From an optimization exercise on the open Yosys and OpenROAD flow, aimed at small area; shortcuts taken in it are not production practice. Function was checked by simulation only, so behaviour that the tests miss may differ from the original. Power and IR drop assume default switching activity.

the previous run:
Design APB_UART, start of the top module:
module APB_UART(
input         PCLK            ,  
input         PRST_N          ,  
input         PSEL            ,
input         PENABLE         ,
input         PWRITE          ,
input  [31:0] PADDR           ,
input  [31:0] PWDATA          ,
output [31:0] PRDATA          ,
output        IRQ             ,
input         Rxd_i           ,
input         ExtClk_i        ,
output        Txd_o
);
parameter    CTRL_ADDR    = 6'b000001;
parameter    STATUS_ADDR  = 6'b000010;
parameter    SCALER_ADDR  = 6'b000100;
parameter    RHOLD_ADDR   = 6'b001000;
parameter    THOLD_ADDR   = 6'b010000;
wire         Wr   = PSEL & PENABLE &  PWRITE;
wire         Rd   = PSEL & PENABLE & ~PWRITE;
wire         WrCtrl   = Wr & (PADDR[5:0] == CTRL_ADDR);
wire         WrStatus = Wr & (PADDR[5:0] == STATUS_ADDR);
wire         WrScaler = Wr & (PADDR[5:0] == SCALER_ADDR);
wire         WrThold  = Wr & (PADDR[5:0] == THOLD_ADDR);
wire         RdRhold  = Rd & (PADDR[5:0] == RHOLD_ADDR);
reg          RE, TE, PE, PS, ECE;
always @(posedge PCLK or negedge PRST_N) begin
    if (!PRST_N)
        {RE,TE,PE,PS,ECE} <= 5'b0;
  ...
Size: roughly 760 cells after synthesis, ~270 flip-flops, ~110 I/O pins, about 11000 sq um of cells after synthesis.
export LEC_CHECK = 0
export CAP_MARGIN = 5
export CORE_MARGIN = 2
export CORE_UTILIZATION = 65
export GPL_TIMING_DRIVEN = 0
export SLEW_MARGIN = 5
create_clock -name core_clock -period 10.0 [get_ports {PCLK}]
standard.sh (not shown) runs the stock make flow with config.mk's settings and CLKGATE_MAP_FILE= SYNTH_SCRIPT=/design/flow/synth_recipe.tcl, a recipe that flattens the netlist after the stock synthesis.
==> flow/flow/run.sh <==
#!/bin/bash
# Standard ORFS layout (the standard.sh, unchanged synthesis), with
# buf_1 port buffers and a clock tree of clustered clkbuf_4 buffers.
set -o pipefail
export BUFFER_PORTS_ARGS="-buffer_cell sky130_fd_sc_hd__buf_1"
export CTS_ARGS="-sink_clustering_enable -repair_clock_nets -buf_list sky130_fd_sc_hd__clkbuf_4 -dont_use_dummy_load -sink_clustering_size 10 -sink_clustering_max_diameter 60"
bash standard.sh > standard.log 2>&1
Inputs modified between the previous run and the current run:
- a change of CAP_MARGIN from 5 to 20
- a change of SLEW_MARGIN from 5 to 20
- a deleted GPL_TIMING_DRIVEN that had been 0
--- a/flow/flow/run.sh
+++ b/flow/flow/run.sh
@@ -2,2 +2,5 @@
-# Standard ORFS layout (the standard.sh, unchanged synthesis), with
-# buf_1 port buffers and a clock tree of clustered clkbuf_4 buffers.
+# The standard layout (standard.sh's ORFS make line), except:
+#  - synthesis uses flow/synth_area.tcl: synth_recipe.tcl unchanged, but the
+#    final ABC mapping uses the area-oriented flow/area.abc;
+#  - buf_1 port buffers;
+#  - a clock tree of clustered clkbuf_4 buffers.
@@ -4,0 +8,3 @@
+HERE=$(pwd)
+export AREA_ABC_SCRIPT=$HERE/flow/area.abc
+export FLOW_SYNTH_TCL=$HERE/synth_recipe.tcl
@@ -7 +13,3 @@
-bash standard.sh > standard.log 2>&1
+sed "s#SYNTH_SCRIPT=[^ ]*#SYNTH_SCRIPT=$HERE/flow/synth_area.tcl#" standard.sh > standard_area.sh
+grep -q "SYNTH_SCRIPT=$HERE/flow/synth_area.tcl" standard_area.sh || { echo "could not set SYNTH_SCRIPT" > run_error.log; exit 1; }
+bash standard_area.sh > standard.log 2>&1
==> flow/flow/area.abc (new file) <==
strash
dch -f
amap -F 4 -A 8 -m
topo
==> flow/flow/synth_area.tcl (new file) <==
# The standard flow's synthesis script (synth_recipe.tcl, sourced unchanged) with the
# final ABC technology mapping run with an area-oriented script
# (flow/area.abc) instead of ORFS's delay-oriented one.  Registers are
# mapped before ABC runs, so they are the same as the standard synthesis's.
proc abc {args} {
  set i [lsearch -exact $args -script]
  if { $i >= 0 } {
    lset args [expr { $i + 1 }] $::env(AREA_ABC_SCRIPT)
  }
  yosys abc {*}$args
}
source $::env(FLOW_SYNTH_TCL)
[summary]
Across the previous run and the current run, none had a timing, DRC or antenna violation. Going from the previous run to the current run, required time of the critical path moved up, met1 wire length rose by 420 um, combinational power +67%. For the previous run, the critical path capture point was RxdFilterQ3, unlike the current run, where it was RxTickCnt[0]. The combinational family with the most area after synthesis comes out multiplexers in one run and compound AO/OA/AOI/OAI gates in the other, namely in the previous run and the current run respectively. The current run vs. the previous run: fraction of the mapped netlist area in compound gates has increased, final period utilization shows an increase of 2.7 points.

## re-timing with driven ports
In the flow no input, the clock included, has a driving cell. The finished layouts below were timed again as built, in two steps.
Step 1: set_driving_cell puts a clkbuf_16 on PCLK and a buf_2 on each other input, an assumption about the parent block.
Step 2 times the ports against the registers' clock, not the clock port: input delays grow and output delays shrink by t, the midpoint of the rising clock arrivals with the driver on.
Slacks: no drivers / after step 1 / after step 2; pairs: no drivers / after step 1.
| run | t, ns | setup slack, ns | hold WS [ns] | worst setup path after step 2 | latest minus earliest clock arrival (ns) |
|---|---|---|---|---|---|
| the previous run | 0.697 | 2.818 / 2.818 / 2.818 | 0.353 / 0.353 / 0.353 | register to register | 0.046 / 0.046 |
| the current run | 0.704 | 2.549 / 2.549 / 2.549 | 0.353 / 0.353 / 0.353 | register to register | 0.036 / 0.036 |
After both steps every run listed still meets setup and hold.
